This is an optimization exercise on Yosys and OpenROAD, whose aim is small area, not a production implementation. In this exercise RTL edits were held to simulation tests only and were not proved equivalent to the original. No activity file was given, so power comes from the tool's default toggle rates.

==> flow/design.v <==
module edfic_gateway (
  input  logic irq_i,
  input  logic prev_i,
  input  logic pol_i,
  input  logic type_i,
  input  logic ip_i,
  output logic trig_o
);
logic x, p;
assign x = irq_i  ^ pol_i;
assign p = prev_i ^ pol_i;
assign trig_o = x & (type_i ? (p & ~ip_i) : ~p);
endmodule
module edfic_arbiter #(
  parameter int unsigned W = 25
)(
  input  logic [15:0]        valid_i,
  input  logic [15:0][W-1:0] key_i,
  output logic               valid_o,
  output logic [W-1:0]       key_o,
  output logic [3:0]         idx_o
);
logic [7:0]        v1;
logic [7:0][W-1:0] k1;
logic [7:0][0:0]   i1;
for (genvar n = 0; n < 8; n++) begin : g_l1
  logic selb;
  logic blt;
  edfic_lt #(.W(W)) i_lt (.a_i(key_i[2*n+1]), .b_i(key_i[2*n]), .lt_o(blt));
  assign selb  = valid_i[2*n+1] & (~valid_i[2*n] | blt);
  assign v1[n] = valid_i[2*n] | valid_i[2*n+1];
  assign k1[n] = selb ? key_i[2*n+1] : key_i[2*n];
  assign i1[n] = selb;
end
logic [3:0]        v2;
logic [3:0][W-1:0] k2;
logic [3:0][1:0]   i2;
for (genvar n = 0; n < 4; n++) begin : g_l2
  logic selb;
  logic blt;
  edfic_lt #(.W(W)) i_lt (.a_i(k1[2*n+1]), .b_i(k1[2*n]), .lt_o(blt));
  assign selb  = v1[2*n+1] & (~v1[2*n] | blt);
  assign v2[n] = v1[2*n] | v1[2*n+1];
  assign k2[n] = selb ? k1[2*n+1] : k1[2*n];
  assign i2[n] = selb ? {1'b1, i1[2*n+1]} : {1'b0, i1[2*n]};
end
logic [1:0]        v3;
logic [1:0][W-1:0] k3;
logic [1:0][2:0]   i3;
for (genvar n = 0; n < 2; n++) begin : g_l3
  logic selb;
  logic blt;
  edfic_lt #(.W(W)) i_lt (.a_i(k2[2*n+1]), .b_i(k2[2*n]), .lt_o(blt));
  assign selb  = v2[2*n+1] & (~v2[2*n] | blt);
  assign v3[n] = v2[2*n] | v2[2*n+1];
  assign k3[n] = selb ? k2[2*n+1] : k2[2*n];
  assign i3[n] = selb ? {1'b1, i2[2*n+1]} : {1'b0, i2[2*n]};
end
logic sel4;
logic lt4;
edfic_lt #(.W(W)) i_lt4 (.a_i(k3[1]), .b_i(k3[0]), .lt_o(lt4));
assign sel4    = v3[1] & (~v3[0] | lt4);
assign valid_o = v3[0] | v3[1];
assign key_o   = sel4 ? k3[1] : k3[0];
assign idx_o   = sel4 ? {1'b1, i3[1]} : {1'b0, i3[0]};
endmodule
module edfic_lt #(
  parameter int unsigned W = 24
)(
  input  logic [W-1:0] a_i,
  input  logic [W-1:0] b_i,
  output logic         lt_o
);
logic [W-1:0] bn_i;
logic [W:0]   nc;
assign bn_i = ~b_i;
assign nc   = {(a_i & bn_i) | (a_i & nc[W-1:0]) | (bn_i & nc[W-1:0]), 1'b1};
assign lt_o = ~nc[W];
endmodule
module edfic_add_dl (
  input  logic [22:0] a_i,
  input  logic [23:0] b_i,
  output logic [23:0] s_o
);
logic [23:0] a, c;
assign a   = {1'b0, a_i};
assign c   = {(a[22:0] & b_i[22:0]) | (a[22:0] & c[22:0]) | (b_i[22:0] & c[22:0]), 1'b0};
assign s_o = a ^ b_i ^ c;
endmodule
module edfic_top #(
    parameter  int unsigned NrIrqs     = 16,
    parameter  int unsigned TsWidth    = 24,
    parameter  int unsigned TsClip     = 0,
    parameter  int unsigned BaseAddr   = 0,
    localparam int unsigned OutTsWidth = TsWidth + TsClip,
    localparam int unsigned IdWidth    = $clog2(NrIrqs)
) (
    input logic clk_i,
    input logic rst_ni,
    input  logic        cfg_req_i,
    input  logic        cfg_we_i,
    input  logic [31:0] cfg_addr_i,
    input  logic [31:0] cfg_wdata_i,
    output logic [31:0] cfg_rdata_o,
    input  logic [63:0] mtime_i,
    input  logic [NrIrqs-1:0] irq_i,
    output logic [IdWidth-1:0] irq_id_o,
    input  logic [IdWidth-1:0] irq_id_i,
    output logic [OutTsWidth-1:0] irq_dl_o,
    output logic irq_valid_o,
    input  logic irq_ack_i
);
localparam int unsigned N = 16;
logic [23:0] mt;
assign mt = mtime_i[23:0];
logic [3:0] addr;
assign addr = cfg_addr_i[5:2];
logic write_event;
assign write_event = cfg_req_i & cfg_we_i;
logic [N-1:0]         ip_q, ie_q, type_q, pol_q, prev_q;
logic [N-1:0][22:0]   dl_q;
logic [N-1:0][23:0]   ts_q;
logic [N-1:0]         trig, wsel, ack, ld;
logic [N-1:0][23:0]   stamp;
logic [N-1:0]         flag;
logic [N-1:0][24:0]   key;
logic [N-1:0]         valid;
logic [23:0] mthr;
assign mthr = {~mt[23], mt[22:0]};
for (genvar i = 0; i < N; i++) begin : g_line
  assign wsel[i]  = write_event & (addr == 4'(i));
  assign ack[i]   = irq_ack_i & (irq_id_i == 4'(i));
  assign ld[i]    = trig[i] | (wsel[i] & cfg_wdata_i[1]);
  edfic_add_dl i_add (.a_i(dl_q[i]), .b_i(mt), .s_o(stamp[i]));
  assign valid[i] = ie_q[i] & ip_q[i];
  edfic_lt #(.W(24)) i_lt (.a_i(ts_q[i]), .b_i(mthr), .lt_o(flag[i]));
  assign key[i]   = {flag[i], ts_q[i]};
  edfic_gateway i_gw (
    .irq_i  (irq_i[i]),
    .prev_i (prev_q[i]),
    .pol_i  (pol_q[i]),
    .type_i (type_q[i]),
    .ip_i   (ip_q[i]),
    .trig_o (trig[i])
  );
  always_ff @(posedge clk_i or negedge rst_ni) begin
    if (~rst_ni) begin
      ip_q[i]   <= 1'b0;
      ie_q[i]   <= 1'b0;
      type_q[i] <= 1'b0;
      pol_q[i]  <= 1'b0;
      dl_q[i]   <= '0;
    end else begin
      if (wsel[i]) begin
        ie_q[i]   <= cfg_wdata_i[0];
        type_q[i] <= cfg_wdata_i[2];
        pol_q[i]  <= cfg_wdata_i[3];
        dl_q[i]   <= cfg_wdata_i[30:8];
      end
      ip_q[i] <= ~ack[i] & (trig[i] | (wsel[i] ? cfg_wdata_i[1] : ip_q[i]));
    end
  end
  always_ff @(posedge clk_i) begin
    if (ld[i]) ts_q[i] <= stamp[i];
    prev_q[i] <= rst_ni & irq_i[i];
  end
end
always_comb begin
  cfg_rdata_o = '0;
  for (int i = 0; i < N; i++)
    if (addr == 4'(i))
      cfg_rdata_o = {1'b0, dl_q[i], 4'b0, pol_q[i], type_q[i], ip_q[i], ie_q[i]};
end
logic [24:0] win_key;
edfic_arbiter #(.W(25)) i_arb (
  .valid_i (valid),
  .key_i   (key),
  .valid_o (irq_valid_o),
  .key_o   (win_key),
  .idx_o   (irq_id_o)
);
assign irq_dl_o = win_key[23:0] - mt;
endmodule
==> flow/config.mk <==
export PLATFORM = sky130hd
export DESIGN_NAME = edfic_top
export DESIGN_NICKNAME = edfic_top
export VERILOG_FILES = /design/flow/design.v
export SDC_FILE = /design/flow/constraint.sdc
export NUM_CORES = 4
export LEC_CHECK = 0
export CAP_MARGIN = 0
export CORE_MARGIN = 2
export CORE_UTILIZATION = 78
export CTS_CLUSTER_DIAMETER = 80
export CTS_CLUSTER_SIZE = 30
export PLACE_DENSITY = 0.88
export SLEW_MARGIN = 0
==> flow/constraint.sdc <==
create_clock -name core_clock -period 40.0 [get_ports {clk_i}]
set_input_delay 8.0000 -clock core_clock [delete_from_list [all_inputs] [get_ports {clk_i}]]
set_output_delay 8.0000 -clock core_clock [all_outputs]
set_load 0.01 [all_outputs]
standard.sh (not shown) runs the stock make flow with config.mk's settings and CLKGATE_MAP_FILE= SYNTH_SCRIPT=/design/flow/synth_recipe.tcl, a recipe that flattens the netlist after the stock synthesis.
==> flow/flow/run.sh <==
#!/bin/bash
# Layout flow: the standard flow (standard.sh), with one change in
# synthesis: ABC maps the logic with an area-oriented script (area.abc)
# instead of ORFS's speed script. Everything else, including the
# synthesis steps before and after ABC and the register mapping, is
# synth_recipe.tcl unchanged.
set -euo pipefail
WORK=$(cd "$(dirname "${BASH_SOURCE[0]}")/.." && pwd)
cd "$WORK"

# synth_recipe.tcl, preceded by a wrapper that swaps abc's -script
{
  cat <<TCL
proc abc {args} {
  set i [lsearch -exact \$args -script]
  if {\$i >= 0} { set args [lreplace \$args [expr {\$i + 1}] [expr {\$i + 1}] {$WORK/flow/area.abc}] }
  yosys abc {*}\$args
}
TCL
  cat synth_recipe.tcl
} > area_synth.tcl

grep -q 'SYNTH_SCRIPT=' standard.sh
sed "s|SYNTH_SCRIPT=[^ ]*|SYNTH_SCRIPT=$WORK/area_synth.tcl|" standard.sh > area_standard.sh

# the whole ORFS run's output; each step's own log is under orfs/logs/
bash area_standard.sh > "$WORK/flow_make.log" 2>&1
==> flow/flow/area.abc <==
strash
&get -n
&st
&dch
&nf -a
&put
topo
stime -c
buffer -c
upsize -c
dnsize -c
The baseline produced a clean layout.
Change:
==> flow/run.sh (new file) <==
#!/bin/bash
# synth_recipe.tcl (not shown) runs the flow's synth.tcl, then flattens the netlist and writes it again
# the make line also repeats each setting of config.mk as NAME=value (left out here)
make -C /OpenROAD-flow-scripts/flow DESIGN_CONFIG=/design/flow/config.mk WORK_HOME=/design/flow/orfs CLKGATE_MAP_FILE= SYNTH_SCRIPT=/design/flow/synth_recipe.tcl finish
- CAP_MARGIN: 0 -> 20
- CORE_UTILIZATION: 78 -> 65
- PLACE_DENSITY: 0.88 -> 0.75
- SLEW_MARGIN: 0 -> 20
removed: flow/flow/run.sh
removed: flow/flow/area.abc
removed: flow/standard.sh
Critical path depth went down by 29; power went up by 4.2%; hold slack is better by 0.0070 ns; sequential share of layout area went down by 4.0 points.
Change:
==> flow/flow/run.sh (new file) <==
#!/bin/bash
# Layout flow: the standard flow (standard.sh), with one change in
# synthesis: ABC maps the logic with an area-oriented script (area.abc)
# instead of ORFS's speed script. Everything else, including the
# synthesis steps before and after ABC and the register mapping, is
# synth_recipe.tcl unchanged.
set -euo pipefail
WORK=$(cd "$(dirname "${BASH_SOURCE[0]}")/.." && pwd)
cd "$WORK"

# synth_recipe.tcl, preceded by a wrapper that swaps abc's -script
{
  cat <<TCL
proc abc {args} {
  set i [lsearch -exact \$args -script]
  if {\$i >= 0} { set args [lreplace \$args [expr {\$i + 1}] [expr {\$i + 1}] {$WORK/flow/area.abc}] }
  yosys abc {*}\$args
}
TCL
  cat synth_recipe.tcl
} > area_synth.tcl

grep -q 'SYNTH_SCRIPT=' standard.sh
sed "s|SYNTH_SCRIPT=[^ ]*|SYNTH_SCRIPT=$WORK/area_synth.tcl|" standard.sh > area_standard.sh

# the whole ORFS run's output; each step's own log is under orfs/logs/
bash area_standard.sh > "$WORK/flow_make.log" 2>&1
==> flow/flow/area.abc (new file) <==
strash
&get -n
&st
&dch
&nf -a
&put
topo
stime -c
buffer -c
upsize -c
dnsize -c
==> flow/standard.sh (new file) <==
#!/bin/bash
# synth_recipe.tcl (not shown) runs the flow's synth.tcl, then flattens the netlist and writes it again
# the make line also repeats each setting of config.mk as NAME=value (left out here)
make -C /OpenROAD-flow-scripts/flow DESIGN_CONFIG=/design/flow/config.mk WORK_HOME=/design/flow/orfs CLKGATE_MAP_FILE= SYNTH_SCRIPT=/design/flow/synth_recipe.tcl "${@:-finish}"
- CAP_MARGIN: 20 -> 0
- SLEW_MARGIN: 20 -> 0
removed: flow/run.sh
After rerunning: First-iteration DRC count falls by 36%. Fmax fell by about 10%. Sequential power hardly moves. Wire length is lower by about 28%. Total power went down by about 3.2%. Register-to-register slack gets better by 0.26 ns. Die area went down by about 10%. Area after synthesis went down by 10%. Combinational power drops by about 8%. Synthesized cell count fell by about 17%. Final cell count went down by 16%.

==> static timing again, ports no longer ideal <==
The flow's constraints put no driver on any port. The routed layouts listed below were extracted and timed again, unchanged, in two steps. Step 1 sets driving cells, clkbuf_16 on the clock port and buf_2 on the other inputs (assumed; they add their load-dependent delay and slew). Step 2 moves the port delays by t, midway between the first and last clock arrival at a register: inputs arrive t later, outputs are due t later. That takes back most of the time a late clock gives input paths. a / b / c = ideal ports / drivers / drivers and shift; a / b = the first two.
| run | t (ns) | setup WS [ns] | clock arrival spread, ns | slew at the worst register clock pin (ns) |
|---|---|---|---|---|
| the first run | 0.690 | 1.869 / 1.838 / 1.838 | 0.031 / 0.031 | 0.12 / 0.12 |
| the second run | 0.712 | 5.669 / 5.651 / 5.651 | 0.079 / 0.079 | 0.12 / 0.12 |
| the third run | 0.708 | 1.781 / 1.754 / 1.754 | 0.044 / 0.044 | 0.11 / 0.11 |
After both steps every run listed still meets setup and hold. For the first run, which loses most, drivers alone change the setup slack by -0.031 ns; drivers and shift together by -0.031 ns.
